What follows belongs to an exercise in optimizing a design on an open flow for small area and a short achievable clock period; a production flow would make more cautious choices. Function was checked by simulation only, so behaviour that the tests miss may differ from the original. No activity file was given, so power comes from the tool's default toggle rates.

==> module debayer, before the edit <==
module debayer (
    input logic clock_in,
    input logic reset_n_in,
    input logic [9:0] bayer_data_in,
    input logic line_valid_in,
    input logic frame_valid_in,
    output logic [9:0] red_data_out,
    output logic [9:0] green_data_out,
    output logic [9:0] blue_data_out,
    output logic line_valid_out,
    output logic frame_valid_out,
    output logic frame_valid_next    
);
logic [7:0] x_counter;
logic [1:0] y_count;
logic y_parity;
logic [6:0] width_less_one;
logic [7:0] tap_select_low;
logic [15:0] tap_select_high;
logic last_line_valid_in;
logic last_frame_valid_in;
logic x_parity;
logic line_parity;
logic [8:0] mid_delay [0:127];
logic [8:0] mid0, mid1, mid2;
logic [8:0] top0;
logic [9:0] b0;
logic [10:0] vertical1, vertical2;
logic [8:0] tap_group [0:15];
logic [8:0] tap;
always_comb begin
    for (int g = 0; g < 16; g++) begin
        tap_group[g] = 0;
        for (int l = 0; l < 8; l++)
            tap_group[g] = tap_group[g] | (tap_select_low[l] ? mid_delay[8*g+l] : 9'd0);
    end
    tap = 0;
    for (int g = 0; g < 16; g++)
        tap = tap | (tap_select_high[g] ? tap_group[g] : 9'd0);
end
logic [8:0] seg64 [0:63];
logic [8:0] seg32 [0:31];
logic [8:0] seg16 [0:15];
logic [8:0] seg8 [0:7];
logic [8:0] seg4 [0:3];
logic [8:0] seg2 [0:1];
logic [8:0] seg1;
logic [8:0] after64, after32, after16, after8, after4, after2, after1;
assign after64 = width_less_one[6] ? seg64[63] : mid0;
assign after32 = width_less_one[5] ? seg32[31] : after64;
assign after16 = width_less_one[4] ? seg16[15] : after32;
assign after8 = width_less_one[3] ? seg8[7] : after16;
assign after4 = width_less_one[2] ? seg4[3] : after8;
assign after2 = width_less_one[1] ? seg2[1] : after4;
assign after1 = width_less_one[0] ? seg1 : after2;
always_ff @(posedge clock_in) begin
    if (line_valid_in) begin
        mid_delay[0] <= bayer_data_in[9:1];
        for (int i = 1; i < 128; i++) mid_delay[i] <= mid_delay[i-1];
        mid0 <= tap;
        mid1 <= mid0;
        mid2 <= mid1;
        seg64[0] <= mid0;
        for (int i = 1; i < 64; i++) seg64[i] <= seg64[i-1];
        seg32[0] <= after64;
        for (int i = 1; i < 32; i++) seg32[i] <= seg32[i-1];
        seg16[0] <= after32;
        for (int i = 1; i < 16; i++) seg16[i] <= seg16[i-1];
        seg8[0] <= after16;
        for (int i = 1; i < 8; i++) seg8[i] <= seg8[i-1];
        seg4[0] <= after8;
        for (int i = 1; i < 4; i++) seg4[i] <= seg4[i-1];
        seg2[0] <= after4;
        seg2[1] <= seg2[0];
        seg1 <= after2;
        top0 <= after1;
        b0 <= bayer_data_in;
        vertical1 <= {top0, 1'b0} + b0;
        vertical2 <= vertical1;
        x_parity <= x_counter[0];
        line_parity <= y_parity;
    end
end
always_ff @(posedge clock_in) begin
    if (frame_valid_in == 0) begin
        x_counter <= 0;
        y_count <= 0;
        y_parity <= 0;
    end
    else if (line_valid_in) begin
        x_counter <= x_counter + 1;
    end
    else begin
        x_counter <= 0;
        if (x_counter != 0) begin
            width_less_one <= 7'(x_counter - 8'd1);
            for (int i = 0; i < 8; i++)
                tap_select_low[i] <= (3'(x_counter - 8'd1) == 3'(i));
            for (int i = 0; i < 16; i++)
                tap_select_high[i] <= (4'((x_counter - 8'd1) >> 3) == 4'(i));
        end
        if (last_line_valid_in) begin
            y_parity <= ~y_parity;
            if (y_count != 2) y_count <= y_count + 1;
        end
    end
    last_frame_valid_in <= reset_n_in & frame_valid_in & y_count[1];
    last_line_valid_in <= reset_n_in & frame_valid_in & line_valid_in & (x_counter > 1);
end
assign frame_valid_next = reset_n_in & last_frame_valid_in;
logic [9:0] m0, m1, m2, t0;
assign m0 = {mid0, 1'b0};
assign m1 = {mid1, 1'b0};
assign m2 = {mid2, 1'b0};
assign t0 = {top0, 1'b0};
logic [10:0] horizontal;     
logic [10:0] vertical;       
logic [11:0] diagonal;       
logic [11:0] plus_sum;          
assign horizontal = m0 + m2;
assign vertical = vertical1;
assign diagonal = t0 + b0 + vertical2;
assign plus_sum = vertical1 + m0 + m2;
always_ff @(posedge clock_in) begin
    frame_valid_out <= frame_valid_next;
    line_valid_out <= reset_n_in & last_frame_valid_in & last_line_valid_in;
    case ({x_parity, line_parity})
        2'b00: begin
            red_data_out <= m1;
            green_data_out <= plus_sum[11:2];
            blue_data_out <= diagonal[11:2];
        end
        2'b10: begin
            red_data_out <= horizontal[10:1];
            green_data_out <= m1;
            blue_data_out <= vertical[10:1];
        end
        2'b01: begin
            red_data_out <= vertical[10:1];
            green_data_out <= m1;
            blue_data_out <= horizontal[10:1];
        end
        default: begin
            red_data_out <= diagonal[11:2];
            green_data_out <= plus_sum[11:2];
            blue_data_out <= m1;
        end
    endcase
end
endmodule
export LEC_CHECK = 0
export CAP_MARGIN = 20
export CORE_MARGIN = 2
export CORE_UTILIZATION = 65
export CTS_CLUSTER_DIAMETER = 100
export CTS_CLUSTER_SIZE = 24
export PLACE_DENSITY = 0.75
export SLEW_MARGIN = 20
create_clock -name core_clock -period 10.0 [get_ports {clock_in}]
standard.sh (not shown) runs the stock make flow with config.mk's settings and CLKGATE_MAP_FILE= SYNTH_SCRIPT=/design/flow/synth_recipe.tcl, a recipe that flattens the netlist after the stock synthesis.
==> flow/flow/run.sh <==
#!/bin/bash
set -euo pipefail
bash standard.sh SETUP_SLACK_MARGIN=6.7 \
    "BUFFER_PORTS_ARGS=-buffer_cell sky130_fd_sc_hd__buf_2" \
    finish > standard_flow.log 2>&1
Rerun with:
--- a/flow/design.v
+++ b/flow/design.v
@@ -106,22 +106,30 @@
     output logic frame_valid_next    
 );
 logic [7:0] x_counter;
 logic [1:0] y_count;
 logic y_parity;
-logic [6:0] width_less_one;
 logic [7:0] tap_select_low;
 logic [15:0] tap_select_high;
+logic [6:0] width_less_one;
+logic [6:0] width_less_two;
+assign width_less_two = width_less_one - 7'd1;
+always_comb begin
+    width_less_one = 0;
+    for (int i = 0; i < 8; i++)
+        if (tap_select_low[i]) width_less_one[2:0] = width_less_one[2:0] | 3'(i);
+    for (int i = 0; i < 16; i++)
+        if (tap_select_high[i]) width_less_one[6:3] = width_less_one[6:3] | 4'(i);
+end
 logic last_line_valid_in;
 logic last_frame_valid_in;
 logic x_parity;
 logic line_parity;
 logic [8:0] mid_delay [0:127];
 logic [8:0] mid0, mid1, mid2;
-logic [8:0] top0;
-logic [9:0] b0;
-logic [10:0] vertical1, vertical2;
+logic [8:0] top_next;
+logic [10:0] vertical0, vertical1, vertical2;
 logic [8:0] tap_group [0:15];
 logic [8:0] tap;
 always_comb begin
     for (int g = 0; g < 16; g++) begin
         tap_group[g] = 0;
@@ -138,17 +146,17 @@
 logic [8:0] seg8 [0:7];
 logic [8:0] seg4 [0:3];
 logic [8:0] seg2 [0:1];
 logic [8:0] seg1;
 logic [8:0] after64, after32, after16, after8, after4, after2, after1;
-assign after64 = width_less_one[6] ? seg64[63] : mid0;
-assign after32 = width_less_one[5] ? seg32[31] : after64;
-assign after16 = width_less_one[4] ? seg16[15] : after32;
-assign after8 = width_less_one[3] ? seg8[7] : after16;
-assign after4 = width_less_one[2] ? seg4[3] : after8;
-assign after2 = width_less_one[1] ? seg2[1] : after4;
-assign after1 = width_less_one[0] ? seg1 : after2;
+assign after64 = width_less_two[6] ? seg64[63] : mid0;
+assign after32 = width_less_two[5] ? seg32[31] : after64;
+assign after16 = width_less_two[4] ? seg16[15] : after32;
+assign after8 = width_less_two[3] ? seg8[7] : after16;
+assign after4 = width_less_two[2] ? seg4[3] : after8;
+assign after2 = width_less_two[1] ? seg2[1] : after4;
+assign after1 = width_less_two[0] ? seg1 : after2;
 always_ff @(posedge clock_in) begin
     if (line_valid_in) begin
         mid_delay[0] <= bayer_data_in[9:1];
         for (int i = 1; i < 128; i++) mid_delay[i] <= mid_delay[i-1];
         mid0 <= tap;
@@ -165,13 +173,13 @@
         seg4[0] <= after8;
         for (int i = 1; i < 4; i++) seg4[i] <= seg4[i-1];
         seg2[0] <= after4;
         seg2[1] <= seg2[0];
         seg1 <= after2;
-        top0 <= after1;
-        b0 <= bayer_data_in;
-        vertical1 <= {top0, 1'b0} + b0;
+        top_next <= after1;
+        vertical0 <= {top_next, 1'b0} + bayer_data_in;
+        vertical1 <= vertical0;
         vertical2 <= vertical1;
         x_parity <= x_counter[0];
         line_parity <= y_parity;
     end
 end
@@ -185,11 +193,10 @@
         x_counter <= x_counter + 1;
     end
     else begin
         x_counter <= 0;
         if (x_counter != 0) begin
-            width_less_one <= 7'(x_counter - 8'd1);
             for (int i = 0; i < 8; i++)
                 tap_select_low[i] <= (3'(x_counter - 8'd1) == 3'(i));
             for (int i = 0; i < 16; i++)
                 tap_select_high[i] <= (4'((x_counter - 8'd1) >> 3) == 4'(i));
         end
@@ -200,22 +207,21 @@
     end
     last_frame_valid_in <= reset_n_in & frame_valid_in & y_count[1];
     last_line_valid_in <= reset_n_in & frame_valid_in & line_valid_in & (x_counter > 1);
 end
 assign frame_valid_next = reset_n_in & last_frame_valid_in;
-logic [9:0] m0, m1, m2, t0;
+logic [9:0] m0, m1, m2;
 assign m0 = {mid0, 1'b0};
 assign m1 = {mid1, 1'b0};
 assign m2 = {mid2, 1'b0};
-assign t0 = {top0, 1'b0};
 logic [10:0] horizontal;     
 logic [10:0] vertical;       
 logic [11:0] diagonal;       
 logic [11:0] plus_sum;          
 assign horizontal = m0 + m2;
 assign vertical = vertical1;
-assign diagonal = t0 + b0 + vertical2;
+assign diagonal = vertical0 + vertical2;
 assign plus_sum = vertical1 + m0 + m2;
 always_ff @(posedge clock_in) begin
     frame_valid_out <= frame_valid_next;
     line_valid_out <= reset_n_in & last_frame_valid_in & last_line_valid_in;
     case ({x_parity, line_parity})
The new run ran to the end with no violations. Via count is higher slightly. Die area is higher slightly. Non-clock buffer count is higher by 38. Hold slack stays flat. Clock skew is lower by 0.014 ns. Utilization is higher by 0.22 points. Sequential share of layout area is lower by 0.79 points. Wire length is higher by a few percent. Design area is higher slightly. Clock-buffer cell count is higher by 24.

========
## job 7504
Another version of the RTL of camera_pipeline (not shown whole).
Size in the first run: roughly 4800 cells after synthesis, ~2600 flip-flops, about 92000 um2 of cells after synthesis.
==> module debayer, before the edit <==
module debayer (
    input logic clock_in,
    input logic reset_n_in,
    input logic [9:0] bayer_data_in,
    input logic line_valid_in,
    input logic frame_valid_in,
    output logic [9:0] red_data_out,
    output logic [9:0] green_data_out,
    output logic [9:0] blue_data_out,
    output logic line_valid_out,
    output logic frame_valid_out,
    output logic frame_valid_next    
);
logic [7:0] x_counter;
logic [1:0] y_count;
logic y_parity;
logic [7:0] tap_select_low;
logic [15:0] tap_select_high;
logic [6:0] width_less_two;
logic last_line_valid_in;
logic last_frame_valid_in;
logic x_parity;
logic line_parity;
logic [8:0] mid_delay [0:127];
logic [8:0] mid0, mid1, mid2;
logic [8:0] top_next;
logic [10:0] vertical0, vertical1, vertical2;
logic [8:0] tap_group [0:15];
logic [8:0] tap;
always_comb begin
    for (int g = 0; g < 16; g++) begin
        tap_group[g] = 0;
        for (int l = 0; l < 8; l++)
            tap_group[g] = tap_group[g] | (tap_select_low[l] ? mid_delay[8*g+l] : 9'd0);
    end
    tap = 0;
    for (int g = 0; g < 16; g++)
        tap = tap | (tap_select_high[g] ? tap_group[g] : 9'd0);
end
logic [8:0] seg64 [0:63];
logic [8:0] seg32 [0:31];
logic [8:0] seg16 [0:15];
logic [8:0] seg8 [0:7];
logic [8:0] seg4 [0:3];
logic [8:0] seg2 [0:1];
logic [8:0] seg1;
logic [8:0] after64, after32, after16, after8, after4, after2, after1;
assign after64 = width_less_two[6] ? seg64[63] : mid0;
assign after32 = width_less_two[5] ? seg32[31] : after64;
assign after16 = width_less_two[4] ? seg16[15] : after32;
assign after8 = width_less_two[3] ? seg8[7] : after16;
assign after4 = width_less_two[2] ? seg4[3] : after8;
assign after2 = width_less_two[1] ? seg2[1] : after4;
assign after1 = width_less_two[0] ? seg1 : after2;
always_ff @(posedge clock_in) begin
    if (line_valid_in) begin
        mid_delay[0] <= bayer_data_in[9:1];
        for (int i = 1; i < 128; i++) mid_delay[i] <= mid_delay[i-1];
        mid0 <= tap;
        mid1 <= mid0;
        mid2 <= mid1;
        seg64[0] <= mid0;
        for (int i = 1; i < 64; i++) seg64[i] <= seg64[i-1];
        seg32[0] <= after64;
        for (int i = 1; i < 32; i++) seg32[i] <= seg32[i-1];
        seg16[0] <= after32;
        for (int i = 1; i < 16; i++) seg16[i] <= seg16[i-1];
        seg8[0] <= after16;
        for (int i = 1; i < 8; i++) seg8[i] <= seg8[i-1];
        seg4[0] <= after8;
        for (int i = 1; i < 4; i++) seg4[i] <= seg4[i-1];
        seg2[0] <= after4;
        seg2[1] <= seg2[0];
        seg1 <= after2;
        top_next <= after1;
        vertical0 <= {top_next, 1'b0} + bayer_data_in;
        vertical1 <= vertical0;
        vertical2 <= vertical1;
        x_parity <= x_counter[0];
        line_parity <= y_parity;
    end
end
always_ff @(posedge clock_in) begin
    if (frame_valid_in == 0) begin
        x_counter <= 0;
        y_count <= 0;
        y_parity <= 0;
    end
    else if (line_valid_in) begin
        x_counter <= x_counter + 1;
    end
    else begin
        x_counter <= 0;
        if (x_counter != 0) begin
            width_less_two <= 7'(x_counter - 8'd2);
            for (int i = 0; i < 8; i++)
                tap_select_low[i] <= (3'(x_counter - 8'd1) == 3'(i));
            for (int i = 0; i < 16; i++)
                tap_select_high[i] <= (4'((x_counter - 8'd1) >> 3) == 4'(i));
        end
        if (last_line_valid_in) begin
            y_parity <= ~y_parity;
            if (y_count != 2) y_count <= y_count + 1;
        end
    end
    last_frame_valid_in <= reset_n_in & frame_valid_in & y_count[1];
    last_line_valid_in <= reset_n_in & frame_valid_in & line_valid_in & (x_counter > 1);
end
assign frame_valid_next = reset_n_in & last_frame_valid_in;
logic [9:0] m0, m1, m2;
assign m0 = {mid0, 1'b0};
assign m1 = {mid1, 1'b0};
assign m2 = {mid2, 1'b0};
logic [10:0] horizontal;     
logic [10:0] vertical;       
logic [11:0] diagonal;       
logic [11:0] plus_sum;          
assign horizontal = m0 + m2;
assign vertical = vertical1;
assign diagonal = vertical0 + vertical2;
assign plus_sum = vertical1 + m0 + m2;
always_ff @(posedge clock_in) begin
    frame_valid_out <= frame_valid_next;
    line_valid_out <= reset_n_in & last_frame_valid_in & last_line_valid_in;
    case ({x_parity, line_parity})
        2'b00: begin
            red_data_out <= m1;
            green_data_out <= plus_sum[11:2];
            blue_data_out <= diagonal[11:2];
        end
        2'b10: begin
            red_data_out <= horizontal[10:1];
            green_data_out <= m1;
            blue_data_out <= vertical[10:1];
        end
        2'b01: begin
            red_data_out <= vertical[10:1];
            green_data_out <= m1;
            blue_data_out <= horizontal[10:1];
        end
        default: begin
            red_data_out <= diagonal[11:2];
            green_data_out <= plus_sum[11:2];
            blue_data_out <= m1;
        end
    endcase
end
endmodule
Settings: LEC_CHECK=0, CAP_MARGIN=20, CORE_MARGIN=2, CORE_UTILIZATION=65, CTS_CLUSTER_DIAMETER=100, CTS_CLUSTER_SIZE=28, PLACE_DENSITY=0.75, SLEW_MARGIN=20; clock period 10.0 ns.
Scripts as last shown in full above: flow/flow/run.sh
Input-level comparison between job 9518 and job 7504:
diff --git a/flow/design.v b/flow/design.v
--- a/flow/design.v
+++ b/flow/design.v
@@ -108,17 +108,18 @@
 logic [7:0] x_counter;
 logic [1:0] y_count;
 logic y_parity;
+logic [6:0] width_less_one;
 logic [7:0] tap_select_low;
 logic [15:0] tap_select_high;
-logic [6:0] width_less_two;
 logic last_line_valid_in;
 logic last_frame_valid_in;
 logic x_parity;
 logic line_parity;
 logic [8:0] mid_delay [0:127];
 logic [8:0] mid0, mid1, mid2;
-logic [8:0] top_next;
-logic [10:0] vertical0, vertical1, vertical2;
+logic [8:0] top0;
+logic [9:0] b0;
+logic [10:0] vertical1, vertical2;
 logic [8:0] tap_group [0:15];
 logic [8:0] tap;
 always_comb begin
@@ -139,13 +140,13 @@
 logic [8:0] seg2 [0:1];
 logic [8:0] seg1;
 logic [8:0] after64, after32, after16, after8, after4, after2, after1;
-assign after64 = width_less_two[6] ? seg64[63] : mid0;
-assign after32 = width_less_two[5] ? seg32[31] : after64;
-assign after16 = width_less_two[4] ? seg16[15] : after32;
-assign after8 = width_less_two[3] ? seg8[7] : after16;
-assign after4 = width_less_two[2] ? seg4[3] : after8;
-assign after2 = width_less_two[1] ? seg2[1] : after4;
-assign after1 = width_less_two[0] ? seg1 : after2;
+assign after64 = width_less_one[6] ? seg64[63] : mid0;
+assign after32 = width_less_one[5] ? seg32[31] : after64;
+assign after16 = width_less_one[4] ? seg16[15] : after32;
+assign after8 = width_less_one[3] ? seg8[7] : after16;
+assign after4 = width_less_one[2] ? seg4[3] : after8;
+assign after2 = width_less_one[1] ? seg2[1] : after4;
+assign after1 = width_less_one[0] ? seg1 : after2;
 always_ff @(posedge clock_in) begin
     if (line_valid_in) begin
         mid_delay[0] <= bayer_data_in[9:1];
@@ -166,9 +167,9 @@
         seg2[0] <= after4;
         seg2[1] <= seg2[0];
         seg1 <= after2;
-        top_next <= after1;
-        vertical0 <= {top_next, 1'b0} + bayer_data_in;
-        vertical1 <= vertical0;
+        top0 <= after1;
+        b0 <= bayer_data_in;
+        vertical1 <= {top0, 1'b0} + b0;
         vertical2 <= vertical1;
         x_parity <= x_counter[0];
         line_parity <= y_parity;
@@ -186,7 +187,7 @@
     else begin
         x_counter <= 0;
         if (x_counter != 0) begin
-            width_less_two <= 7'(x_counter - 8'd2);
+            width_less_one <= 7'(x_counter - 8'd1);
             for (int i = 0; i < 8; i++)
                 tap_select_low[i] <= (3'(x_counter - 8'd1) == 3'(i));
             for (int i = 0; i < 16; i++)
@@ -201,17 +202,18 @@
     last_line_valid_in <= reset_n_in & frame_valid_in & line_valid_in & (x_counter > 1);
 end
 assign frame_valid_next = reset_n_in & last_frame_valid_in;
-logic [9:0] m0, m1, m2;
+logic [9:0] m0, m1, m2, t0;
 assign m0 = {mid0, 1'b0};
 assign m1 = {mid1, 1'b0};
 assign m2 = {mid2, 1'b0};
+assign t0 = {top0, 1'b0};
 logic [10:0] horizontal;     
 logic [10:0] vertical;       
 logic [11:0] diagonal;       
 logic [11:0] plus_sum;          
 assign horizontal = m0 + m2;
 assign vertical = vertical1;
-assign diagonal = vertical0 + vertical2;
+assign diagonal = t0 + b0 + vertical2;
 assign plus_sum = vertical1 + m0 + m2;
 always_ff @(posedge clock_in) begin
     frame_valid_out <= frame_valid_next;
Findings:
- Via count of job 9518 is on par with job 7504.
- Job 9518 against job 7504: final design instance area without fill about even, sequential share of cell area fell 0.18 points, number of synthesized register bits fell about 0.4%, mux share of post-synthesis cell area about even, vias per cell about even.
- Job 9518 and job 7504 ended up with nearly the same wire length of the first global-routing pass.
- Clock network power share: job 9518 > job 7504
- | total power | job 7504 vs job 9518 | ≈ equal |
- Any difference in final cell count without fillers between job 7504 and job 9518 is small enough to ignore.

-- port drivers added, routing unchanged --
The results above use ideal ports. As a check the final layouts listed here were re-extracted and re-timed, cells and wires unchanged.
Step 1 (the two cells are an assumption about what drives the block):
set clk [get_ports {clock_in}]
set_driving_cell -lib_cell sky130_fd_sc_hd__clkbuf_16 $clk
set_driving_cell -lib_cell sky130_fd_sc_hd__buf_2 [delete_from_list [all_inputs] $clk]
Step 2, shift: input delay + t, output delay - t, t = (earliest + latest rising clock arrival at the registers) / 2. This alone moves slack from input paths to output paths.
Slacks: ideal ports / drivers / drivers and shift; pairs: ideal ports / drivers.
run	t (ns)	setup slack, ns	worst setup path at the end	worst data-port slew with drivers (ns)
the first run of note 1	0.841	6.765 / 6.686 / 6.156	input to register	0.10
the second run of note 1	0.854	6.660 / 6.660 / 6.094	input to register	0.05
job 7504	0.829	6.777 / 6.698 / 6.171	input to register	0.07
job 9518	0.814	6.771 / 6.696 / 6.126	input to register	0.12
After both steps every run listed still meets setup and hold. The setup slack of job 9518, which loses most, moves by -0.075 ns with the drivers and by -0.645 ns with both steps.
